Context: an optimization exercise on an open-source flow, tuned for small area. The choices shown serve that exercise and are no tape-out recipe. In this exercise RTL edits were held to simulation tests only and were not proved equivalent to the original. No activity file was given, so power comes from the tool's default toggle rates.

// top_UART
module top_UART (
	input  clk,
	input  rst,
	input  [8-1:0] status,
	input  [8-1:0] ram_dout,
	input  rx,
	output tx,
	output reg ram_we,
	output reg [8-1:0] ram_din,
	output reg [16-1:0] ram_addr,
	output reg [8-1:0] command
);
localparam [2:0] R_IDLE = 3'd0, R_START = 3'd1, R_READ = 3'd2, R_STOP = 3'd3,
                 R_RECV = 3'd4, R_ERR = 3'd5, R_WAIT1 = 3'd6, R_WAIT2 = 3'd7;
reg [2:0] rs;        
reg [9:0] rc;        
reg [8:1] rsr;       
wire r_ev_half = rc == 10'b0110001110;    
wire r_ev_bit  = rc == 10'b1100011010;    
wire r_ev_bit1 = rc == 10'b1110001101;    
wire received = rs == R_RECV;
wire [7:0] rx_byte = rsr;
always @(posedge clk) begin
	if (rst)
		rs <= R_IDLE;
	else case (rs)
		R_IDLE:  if (!rx) rs <= R_START;
		R_START: if (r_ev_half) rs <= rx ? R_ERR : R_READ;
		R_READ:  if (r_ev_bit && rsr[1]) rs <= R_STOP;
		R_STOP:  if (r_ev_bit) rs <= rx ? R_RECV : R_ERR;
		R_RECV:  rs <= R_IDLE;
		R_ERR:   rs <= R_WAIT1;
		R_WAIT1: if (r_ev_bit) rs <= R_WAIT2;
		R_WAIT2: if (r_ev_bit1) rs <= R_IDLE;
	endcase
end
always @(posedge clk) begin
	if (rs == R_IDLE || rs == R_ERR || (rs == R_START && r_ev_half) ||
	    ((rs == R_READ || rs == R_STOP || rs == R_WAIT1) && r_ev_bit))
		rc <= 10'd0;
	else
		rc <= {rc[8:0], ~(rc[9] ^ rc[6])};
	if (rs == R_START)
		rsr <= 8'h80;
	else if (rs == R_READ && r_ev_bit)
		rsr <= {rx, rsr[8:2]};
end
localparam [3:0] T_IDLE = 4'd2, T_START = 4'd7;
reg [3:0] tp;
reg [9:0] tc;        
reg [7:0] tb;        
reg       t1;        
wire is_tx  = tp != T_IDLE;
wire t_ev   = tc == 10'b1100011010;       
assign tx = tp[3] ? tb[tp[2:0]] : tp != T_START;
always @(posedge clk) begin
	if (rst)
		tp <= T_IDLE;
	else if (!is_tx) begin
		if (t1) tp <= T_START;
	end else if (t_ev)
		tp <= tp + 1'b1;
	if (!is_tx || t_ev)
		tc <= 10'd0;
	else
  ...
==> module top_UART, before the edit <==
module top_UART (
	input  clk,
	input  rst,
	input  [8-1:0] status,
	input  [8-1:0] ram_dout,
	input  rx,
	output tx,
	output reg ram_we,
	output reg [8-1:0] ram_din,
	output reg [16-1:0] ram_addr,
	output reg [8-1:0] command
);
localparam [2:0] R_IDLE = 3'd0, R_START = 3'd1, R_READ = 3'd2, R_STOP = 3'd3,
                 R_RECV = 3'd4, R_ERR = 3'd5, R_WAIT1 = 3'd6, R_WAIT2 = 3'd7;
reg [2:0] rs;        
reg [9:0] rc;        
reg [8:1] rsr;       
wire r_ev_half = rc == 10'b0110001110;    
wire r_ev_bit  = rc == 10'b1100011010;    
wire r_ev_bit1 = rc == 10'b1110001101;    
wire received = rs == R_RECV;
wire [7:0] rx_byte = rsr;
always @(posedge clk) begin
	if (rst)
		rs <= R_IDLE;
	else case (rs)
		R_IDLE:  if (!rx) rs <= R_START;
		R_START: if (r_ev_half) rs <= rx ? R_ERR : R_READ;
		R_READ:  if (r_ev_bit && rsr[1]) rs <= R_STOP;
		R_STOP:  if (r_ev_bit) rs <= rx ? R_RECV : R_ERR;
		R_RECV:  rs <= R_IDLE;
		R_ERR:   rs <= R_WAIT1;
		R_WAIT1: if (r_ev_bit) rs <= R_WAIT2;
		R_WAIT2: if (r_ev_bit1) rs <= R_IDLE;
	endcase
end
always @(posedge clk) begin
	if (rs == R_IDLE || rs == R_ERR || (rs == R_START && r_ev_half) ||
	    ((rs == R_READ || rs == R_STOP || rs == R_WAIT1) && r_ev_bit))
		rc <= 10'd0;
	else
		rc <= {rc[8:0], ~(rc[9] ^ rc[6])};
	if (rs == R_START)
		rsr <= 8'h80;
	else if (rs == R_READ && r_ev_bit)
		rsr <= {rx, rsr[8:2]};
end
localparam [3:0] T_IDLE = 4'd2, T_START = 4'd7;
reg [3:0] tp;
reg [9:0] tc;        
reg [7:0] tb;        
reg       t1;        
wire is_tx  = tp != T_IDLE;
wire t_ev   = tc == 10'b1100011010;       
assign tx = tp[3] ? tb[tp[2:0]] : tp != T_START;
always @(posedge clk) begin
	if (rst)
		tp <= T_IDLE;
	else if (!is_tx) begin
		if (t1) tp <= T_START;
	end else if (t_ev)
		tp <= tp + 1'b1;
	if (!is_tx || t_ev)
		tc <= 10'd0;
	else
		tc <= {tc[8:0], ~(tc[9] ^ tc[6])};
end
localparam [3:0] IDLE = 4'd0, CHK_HEAD = 4'd1, WR_COMMAND = 4'd2, SND_PKT = 4'd3,
                 SND_HEAD = 4'd4, TRANS = 4'd5, WR_MEMORY = 4'd6, RD_MEMORY = 4'd7,
                 CALC_LNA = 4'd8,    
                 SNT_LNA = 4'd12;    
localparam [1:0] H_C = 2'd0, H_S = 2'd1, H_W = 2'd3, H_R = 2'd2;
reg [3:0]  st;
reg [1:0]  hd;       
reg [31:0] la;       
wire [15:0] len  = la[31:16];
wire [15:0] addr = la[15:0];
wire        wr = st == WR_MEMORY;
reg  [15:0] diff, addr_inc;
reg         cy, c8, c8_r, zero_r;
integer     i;
always @(*) begin
	cy = wr;
	for (i = 0; i < 8; i = i + 1) begin
		diff[i] = ram_addr[i] ^ ~addr[i] ^ cy;
		cy = (ram_addr[i] & ~addr[i]) | (cy & (ram_addr[i] ^ ~addr[i]));
	end
	c8 = cy;
	cy = c8_r;
	for (i = 8; i < 16; i = i + 1) begin
		diff[i] = ram_addr[i] ^ ~addr[i] ^ cy;
		cy = (ram_addr[i] & ~addr[i]) | (cy & (ram_addr[i] ^ ~addr[i]));
	end
	cy = 1'b1;
	for (i = 0; i < 16; i = i + 1) begin
		addr_inc[i] = ram_addr[i] ^ cy;
		cy = cy & ram_addr[i];
	end
end
always @(posedge clk) begin
	c8_r <= c8;
	zero_r <= diff == len;
end
wire len_max = &len;
wire last = (!wr || ram_we) ? zero_r : len_max;
wire [7:0] head_byte = {3'b011, hd != H_C, 1'b0, hd == H_W, 1'b1, hd != H_R};
always @(posedge clk) begin
	if (rst) begin
		st <= IDLE;
		ram_we <= 1'b0;
		ram_addr <= 16'h0000;
		t1 <= 1'b0;
		ram_din <= 8'h00;
		command <= 8'h00;
	end else begin
		casez (st)
		IDLE: begin
			ram_we <= 1'b0;
			ram_addr <= 16'h0000;
			if (is_tx) t1 <= 1'b0;
			if (received && rx_byte == 8'h70) st <= CHK_HEAD;
		end
		CHK_HEAD: if (received) begin
			case (rx_byte)
			8'h63: begin hd <= H_C; st <= WR_COMMAND; end
			8'h73: begin hd <= H_S; st <= SND_PKT; end
			8'h77:  begin hd <= H_W; st <= CALC_LNA; end
			8'h72:  begin hd <= H_R; st <= CALC_LNA; end
			default:  st <= IDLE;
			endcase
		end
		WR_COMMAND: if (received) begin
			command <= rx_byte;
			st <= SND_PKT;
		end
		SND_PKT: begin
			if (is_tx) t1 <= 1'b0;
			else if (!t1) begin
				t1 <= 1'b1;
				tb <= 8'h70;
				st <= SND_HEAD;
			end
		end
		SND_HEAD: begin
			if (is_tx) t1 <= 1'b0;
			else if (!t1) begin
				t1 <= 1'b1;
				tb <= head_byte;
				st <= TRANS;
			end
		end
		TRANS: begin
			if (is_tx) t1 <= 1'b0;
			else if (hd[1]) begin
				st <= SNT_LNA;
				t1 <= 1'b0;
			end else if (!t1) begin
				tb <= hd[0] ? status : command;
				t1 <= 1'b1;
				st <= IDLE;
			end
		end
		4'b10??: if (received) begin     
			la <= {la[23:0], rx_byte};
			if (st[1:0] == 2'd3) begin
				ram_addr <= {la[7:0], rx_byte};
				st <= hd[0] ? WR_MEMORY : SND_PKT;
			end else
				st <= st + 1'b1;
		end
		4'b11??: begin                   
			if (is_tx) t1 <= 1'b0;
			else if (!t1) begin
				t1 <= 1'b1;
				tb <= la[31:24];
				la <= {la[23:0], la[31:24]};
				if (st[1:0] == 2'd3)
					st <= hd[0] ? IDLE : RD_MEMORY;
				else
					st <= st + 1'b1;
			end
		end
		RD_MEMORY: begin
			if (is_tx) t1 <= 1'b0;
			else if (!t1) begin
				if (!last) begin
					t1 <= 1'b1;
					tb <= ram_dout;
					ram_addr <= addr_inc;
				end else begin
					ram_addr <= 16'h0000;
					st <= IDLE;
				end
			end
		end
		WR_MEMORY: begin
			if (ram_we) ram_addr <= addr_inc;
			if (!last) begin
				if (received) begin
					ram_din <= rx_byte;
					ram_we <= 1'b1;
				end else
					ram_we <= 1'b0;
			end else begin
				ram_we <= 1'b0;
				ram_din <= 8'h00;
				st <= SND_PKT;
			end
		end
		endcase
	end
end
endmodule
==> flow/config.mk <==
export PLATFORM = sky130hd
export DESIGN_NAME = top_UART
export DESIGN_NICKNAME = top_UART
export VERILOG_FILES = /design/flow/design.v
export SDC_FILE = /design/flow/constraint.sdc
export NUM_CORES = 4
export LEC_CHECK = 0
export ABC_AREA = 1
export CAP_MARGIN = 20
export CORE_MARGIN = 2
export CORE_UTILIZATION = 40
export SLEW_MARGIN = 20
==> flow/constraint.sdc <==
create_clock -name core_clock -period 5.0 [get_ports {clk}]
set_input_delay 1.0000 -clock core_clock [delete_from_list [all_inputs] [get_ports {clk}]]
set_output_delay 1.0000 -clock core_clock [all_outputs]
set_load 0.01 [all_outputs]
standard.sh (not shown) runs the stock make flow with config.mk's settings and CLKGATE_MAP_FILE= SYNTH_SCRIPT=/design/flow/synth_recipe.tcl, a recipe that flattens the netlist after the stock synthesis.
==> flow/flow/run.sh <==
#!/bin/bash
# Layout flow: the standard ORFS flow (standard.sh) with three changes:
#  - synthesis maps the logic with an area-oriented ABC script (abc_area.script
#    beside this file, used through ABC_AREA=1 from config.mk); registers and
#    everything else in synthesis are as in the standard flow;
#  - each port gets a sky130_fd_sc_hd__buf_1 as its port buffer;
#  - the clock tree is built from small clock buffers, without dummy loads.
# The ORFS scripts are used from a copy in the work folder that differs only
# in abc_area.script. All tool output goes to standard.log in the work folder.
set -euo pipefail
here=$(pwd)
rm -rf "$here/orfs_scripts"
cp -r "$FLOW_HOME/scripts" "$here/orfs_scripts"
cp "$here/flow/abc_area.script" "$here/orfs_scripts/abc_area.script"
export SCRIPTS_DIR="$here/orfs_scripts"
export BUFFER_PORTS_ARGS="-buffer_cell sky130_fd_sc_hd__buf_1"
export CTS_ARGS="-sink_clustering_enable -repair_clock_nets -buf_list sky130_fd_sc_hd__clkbuf_4 -root_buf sky130_fd_sc_hd__clkbuf_8 -dont_use_dummy_load"
bash standard.sh > standard.log 2>&1
==> flow/flow/abc_area.script <==
strash
dch -f
map -a
strash
dch -f
map -a
amap
topo
The starting point completed without violations.
Next try:
--- a/flow/design.v
+++ b/flow/design.v
@@ -78,10 +78,10 @@
 wire [15:0] addr = la[15:0];
 wire        wr = st == WR_MEMORY;
 reg  [15:0] diff, addr_inc;
-reg         cy, c8, c8_r, zero_r;
+reg         cy, c8, c8_r, zero_r, wr_r;
 integer     i;
 always @(*) begin
-	cy = wr;
+	cy = wr_r;
 	for (i = 0; i < 8; i = i + 1) begin
 		diff[i] = ram_addr[i] ^ ~addr[i] ^ cy;
 		cy = (ram_addr[i] & ~addr[i]) | (cy & (ram_addr[i] ^ ~addr[i]));
@@ -99,6 +99,7 @@
 	end
 end
 always @(posedge clk) begin
+	wr_r <= wr;
 	c8_r <= c8;
 	zero_r <= diff == len;
 end
The changed run finished with timing, DRC and antenna clean.
Die area came out higher by 0.88%.
Cell area barely changes.
Core utilization shrinks by 0.22 points.
Synthesized area is higher by 0.92%.
Combinational power goes down by 36%.

port drivers added, routing unchanged:
The results above use ideal ports. As a check the final layouts listed here were re-extracted and re-timed, cells and wires unchanged.
Step 1 assumes that a clkbuf_16 drives the clock port and a buf_2 every other input.
Step 2 moves the port delays by t, midway between the first and last clock arrival at a register: inputs arrive t later, outputs are due t later. That takes back most of the time a late clock gives input paths.
a / b / c = no drivers / after step 1 / after step 2; a / b = the first two.
| run | t (ns) | setup WS [ns] | hold slack, ns | slew at the worst register clock pin (ns) | worst data-port slew with drivers (ns) |
|---|---|---|---|---|---|
| the first run | 0.449 | 0.269 / 0.269 / 0.269 | 0.421 / 0.421 / 0.421 | 0.11 / 0.11 | 0.04 |
| the second run | 0.439 | 0.157 / 0.157 / 0.157 | 0.432 / 0.432 / 0.432 | 0.10 / 0.10 | 0.04 |
After both steps setup and hold are still met in every run listed.
